This design comes from an exercise in tuning for small area on the open sky130 flow, not from production work.
In this exercise RTL edits were held to simulation tests only and were not proved equivalent to the original.
No activity file was given, so power comes from the tool's default toggle rates.

## quartz
## FreqMod
module FreqMod(
    input signed [17:0] audio_in,
    input ready,
    input clock,
    input reset,
    input [9:0] controls,
    output wire signed [17:0] audio_out,
    output reg [7:0] freq1,
    output reg [7:0] freq2,
    output reg [7:0] freq3,
    output reg [7:0] freq4,
    output reg [7:0] freq5,
    output reg [7:0] freq6,
    output reg [7:0] freq7,
    output reg [4:0] weight1,
    output reg [4:0] weight2,
    output reg [4:0] weight3,
    output reg [4:0] weight4,
    output reg [4:0] weight5,
    output reg [4:0] weight6,
    output reg [4:0] weight7
    );
make LEC_CHECK=0 ABC_AREA=1 CAP_MARGIN=20 CORE_MARGIN=2 CORE_UTILIZATION=60 CTS_BUF_LIST=sky130_fd_sc_hd__clkbuf_8 SLEW_MARGIN=20 finish   # period 20.0 ns
run.sh (not shown) runs the stock make flow with config.mk's settings and CLKGATE_MAP_FILE= SYNTH_SCRIPT=/design/flow/synth_recipe.tcl, a recipe that flattens the netlist after the stock synthesis.
Having completed the whole flow, quartz delivered a layout that passed the timing, design-rule and antenna checks.
Modified inputs, sierra compared to quartz
# quartz
export LEC_CHECK = 0
export ABC_AREA = 1
export CAP_MARGIN = 20
export CORE_MARGIN = 2
export CORE_UTILIZATION = 60
export CTS_BUF_LIST = sky130_fd_sc_hd__clkbuf_8
export SLEW_MARGIN = 20
create_clock -name core_clock -period 20.0 [get_ports {clock}]
# sierra
export LEC_CHECK = 0
export ABC_AREA = 1
export CAP_MARGIN = 20
export CORE_MARGIN = 2
export CORE_UTILIZATION = 40
export SLEW_MARGIN = 20
create_clock -name core_clock -period 20.0 [get_ports {clock}]
## What came out
- sierra vs quartz, average wire per standard cell went down by about 5%.
- From quartz to sierra the numbers moved as follows: total area of multi-input combinational cells now sits at about the same level, fraction of registers with async set/reset ~0 delta, share of total power consumed by net switching now smaller, HPWL after detailed placement went up about 4.6%.
- quartz and sierra ended up with nearly the same worst setup skew after layout.
- Against quartz, sum of internal, switching and leakage power in sierra rose by a few percent.
- Final hold violation count: sierra vs quartz identical
- sierra gives less clock-buffer cell count than quartz did.
- Cells: sierra has more instances than quartz
- Number of cells in the design after placement: sierra vs quartz up 278
[inputs] maple vs sierra
# sierra
export LEC_CHECK = 0
export ABC_AREA = 1
export CAP_MARGIN = 20
export CORE_MARGIN = 2
export CORE_UTILIZATION = 40
export SLEW_MARGIN = 20
create_clock -name core_clock -period 20.0 [get_ports {clock}]
# maple
export LEC_CHECK = 0
export ABC_AREA = 1
export CAP_MARGIN = 20
export CORE_MARGIN = 2
export CORE_UTILIZATION = 40
export CTS_BUF_LIST = sky130_fd_sc_hd__clkbuf_4
export SLEW_MARGIN = 20
create_clock -name core_clock -period 20.0 [get_ports {clock}]
### Flow results
Per the final summary, maple finished and its layout is clean on timing, DRC and antenna.
Where hold slack is concerned, sierra is better than maple.
Global-route met2 utilization on maple is up relative to sierra.
Fmax: maple above sierra
Against sierra, maple reports a global-route wire length before repair that is higher.
Going from sierra to maple, final cell count higher, arrival time of data at the critical path endpoint higher.
Count of clock-buffer cells in the layout (sierra / maple): 0.42
Delta(utilization of the core after routing, maple - sierra) < 0

* * *

Another version of the RTL of FreqMod (not shown whole).
For scale: ~760 flip-flops, ~24000 um^2 of cells after synthesis.
clock: 20.0 ns
lec_check: 0
abc_area: 1
cap_margin: 20
core_margin: 2
core_utilization: 40
cts_cluster_diameter: 100
cts_cluster_size: 30
slew_margin: 20
The baseline passed the timing, design-rule and antenna checks.
==> next run, changes <==
==> flow/flow/run.sh (new file) <==
#!/bin/bash
# The standard layout (standard.sh), except that the input and output port
# buffers use the smallest buffer cell (buf_1) instead of the default choice.
set -euo pipefail
export BUFFER_PORTS_ARGS="-buffer_cell sky130_fd_sc_hd__buf_1"
bash standard.sh > standard.log 2>&1
==> flow/standard.sh (new file) <==
#!/bin/bash
# synth_recipe.tcl (not shown) runs the flow's synth.tcl, then flattens the netlist and writes it again
# the make line also repeats each setting of config.mk as NAME=value (left out here)
make -C /OpenROAD-flow-scripts/flow DESIGN_CONFIG=/design/flow/config.mk WORK_HOME=/design/flow/orfs CLKGATE_MAP_FILE= SYNTH_SCRIPT=/design/flow/synth_recipe.tcl "${@:-finish}"
- CTS_CLUSTER_SIZE: 30 -> 28
removed: flow/run.sh
Outcome: The new run finished with timing, DRC and antenna clean; global-route usage went up by 0.18 points; sequential cell count is unchanged; worst hold slack is better by 0.0052 ns; total power hardly moves; final area fell by 3.2%; non-clock buffer count went up by 1; sequential share of layout area goes up by 1.9 points.

* * *

FreqMod, a different RTL version from the one above (not shown whole).
Size in the first run: ~750 flip-flops, ~140 I/O pins.
==> flow/config.mk <==
export PLATFORM = sky130hd
export DESIGN_NAME = FreqMod
export DESIGN_NICKNAME = FreqMod
export VERILOG_FILES = /design/flow/design.v
export SDC_FILE = /design/flow/constraint.sdc
export NUM_CORES = 4
export LEC_CHECK = 0
export ABC_AREA = 1
export CAP_MARGIN = 0
export CORE_MARGIN = 2
export CORE_UTILIZATION = 60
export GPL_ROUTABILITY_DRIVEN = 0
export GPL_TIMING_DRIVEN = 0
export SLEW_MARGIN = 0
==> flow/constraint.sdc <==
create_clock -name core_clock -period 20.0 [get_ports {clock}]
set_input_delay 4.0000 -clock core_clock [delete_from_list [all_inputs] [get_ports {clock}]]
set_output_delay 4.0000 -clock core_clock [all_outputs]
set_load 0.01 [all_outputs]
standard.sh (not shown) runs the stock make flow with config.mk's settings and CLKGATE_MAP_FILE= SYNTH_SCRIPT=/design/flow/synth_recipe.tcl, a recipe that flattens the netlist after the stock synthesis.
==> flow/flow/run.sh <==
#!/bin/bash
# The standard layout (standard.sh) with three changes:
#  - synthesis maps logic with an area-oriented ABC script (flow/abc_area.script,
#    used in place of ORFS's scripts/abc_area.script; every other script is ORFS's own);
#  - the input and output port buffers use the smallest buffer cell (buf_1);
#  - clock tree synthesis uses clkbuf_8, clusters up to 16 sinks, inserts no dummy loads.
set -euo pipefail
here=$(pwd)
rm -rf "$here/orfs_scripts"
cp -r "$FLOW_HOME/scripts" "$here/orfs_scripts"
cp "$here/flow/abc_area.script" "$here/orfs_scripts/abc_area.script"
export SCRIPTS_DIR="$here/orfs_scripts"
export BUFFER_PORTS_ARGS="-buffer_cell sky130_fd_sc_hd__buf_1"
export CTS_ARGS="-sink_clustering_enable -repair_clock_nets -sink_clustering_size 16 -sink_clustering_max_diameter 100 -dont_use_dummy_load -buf_list sky130_fd_sc_hd__clkbuf_8"
bash standard.sh > standard.log 2>&1
==> flow/flow/abc_area.script <==
strash
dc2
dch -f
map -a
strash
dch -f
amap
topo
dnsize -c
==> next run, changes <==
--- a/flow/config.mk
+++ b/flow/config.mk
@@ -11,3 +11 @@
-export CORE_UTILIZATION = 60
-export GPL_ROUTABILITY_DRIVEN = 0
-export GPL_TIMING_DRIVEN = 0
+export CORE_UTILIZATION = 70
Result: Fmax came out higher slightly; final cell count came out lower by a few percent; power came out higher by a few percent.
==> next run, changes <==
--- a/flow/flow/run.sh
+++ b/flow/flow/run.sh
@@ -14 +14 @@
-export CTS_ARGS="-sink_clustering_enable -repair_clock_nets -sink_clustering_size 16 -sink_clustering_max_diameter 100 -dont_use_dummy_load -buf_list sky130_fd_sc_hd__clkbuf_8"
+export CTS_ARGS="-sink_clustering_enable -repair_clock_nets -sink_clustering_size 14 -sink_clustering_max_diameter 80 -dont_use_dummy_load -buf_list sky130_fd_sc_hd__clkbuf_8"
--- a/flow/config.mk
+++ b/flow/config.mk
@@ -11 +11 @@
-export CORE_UTILIZATION = 70
+export CORE_UTILIZATION = 40
After rerunning: Via count decreases by 5.2%; final cell count increases by 15%; total power hardly moves; utilization decreases by 32 points; final area increases by about 2.3%; critical path depth does not change; clock skew increases by 15 ps; combinational power decreases by 6.6%; area after synthesis is unchanged; sequential power barely changes; clock-buffer cell count increases by 9.
==> next run, changes <==
--- a/flow/config.mk
+++ b/flow/config.mk
@@ -11 +11 @@
-export CORE_UTILIZATION = 40
+export CORE_UTILIZATION = 60
Outcome:
- The changed run completed with no timing, DRC or antenna violations
- utilization climbs by 22 points
- worst setup slack got worse by 120 ps
- clock-buffer cell count falls by 1
- cell area fell by about 1.5%
- register-to-register slack gets worse by 20 ps
- final cell count shrinks by 10%
- maximum frequency fell by 0.63%
- critical path depth does not change
- combinational power falls by about 1%
==> next run, changes <==
--- a/flow/flow/run.sh
+++ b/flow/flow/run.sh
@@ -6 +6 @@
-#  - clock tree synthesis uses clkbuf_8, clusters up to 16 sinks, inserts no dummy loads.
+#  - clock tree synthesis clusters up to 28 sinks and inserts no dummy loads.
@@ -14 +14 @@
-export CTS_ARGS="-sink_clustering_enable -repair_clock_nets -sink_clustering_size 14 -sink_clustering_max_diameter 80 -dont_use_dummy_load -buf_list sky130_fd_sc_hd__clkbuf_8"
+export CTS_ARGS="-sink_clustering_enable -repair_clock_nets -sink_clustering_size 28 -sink_clustering_max_diameter 100 -dont_use_dummy_load"
--- a/flow/config.mk
+++ b/flow/config.mk
@@ -11 +11 @@
-export CORE_UTILIZATION = 60
+export CORE_UTILIZATION = 40
Outcome: Clock-buffer cell count falls by 25. Clock power rises by a few percent. Die area rises by well over a third.

## afterwards: timing with drivers on the ports
The results above use ideal ports. As a check the final layouts listed here were re-extracted and re-timed, cells and wires unchanged. Step 1 sets driving cells, clkbuf_16 on the clock port and buf_2 on the other inputs (assumed; they add their load-dependent delay and slew). Step 2 adds t to the input delays and takes it off the output delays; t is the mean of the earliest and latest rising clock arrival at the registers after step 1. Input paths then give back, and output paths get back, about the clock's delay inside the block. a / b / c = ideal ports / drivers / drivers and shift; a / b = the first two.
| run | t, ns | slack for setup (ns) | worst setup path after step 2 | clock arrival spread, ns | worst register clock-pin slew, ns |
|---|---|---|---|---|---|
| quartz | 0.738 | 9.258 / 9.295 / 8.556 | input to register | 0.042 / 0.043 | 0.07 / 0.07 |
| sierra | 0.682 | 9.047 / 9.086 / 8.404 | input to register | 0.042 / 0.042 | 0.07 / 0.07 |
| maple | 1.084 | 9.373 / 9.409 / 8.325 | input to register | 0.132 / 0.132 | 0.07 / 0.07 |
| the first run of note 2 | 0.689 | 1.807 / 1.843 / 1.154 | input to register | 0.033 / 0.034 | 0.12 / 0.12 |
| the second run of note 2 | 0.692 | 1.790 / 1.830 / 1.138 | input to register | 0.027 / 0.027 | 0.11 / 0.11 |
| the first run of note 3 | 0.684 | 0.799 / 0.830 / 0.146 | input to register | 0.057 / 0.057 | 0.11 / 0.11 |
| the second run of note 3 | 0.646 | 0.980 / 1.010 / 0.364 | input to register | 0.068 / 0.068 | 0.11 / 0.11 |
| the third run of note 3 | 0.708 | 1.450 / 1.483 / 0.775 | input to register | 0.082 / 0.082 | 0.10 / 0.10 |
| the fourth run of note 3 | 0.690 | 1.333 / 1.363 / 0.673 | input to register | 0.067 / 0.068 | 0.10 / 0.10 |
| the fifth run of note 3 | 0.578 | 1.324 / 1.357 / 0.779 | input to register | 0.097 / 0.096 | 0.10 / 0.10 |
After both steps every run listed still meets setup and hold. For maple, which loses most, drivers alone change the setup slack by +0.036 ns; drivers and shift together by -1.048 ns.
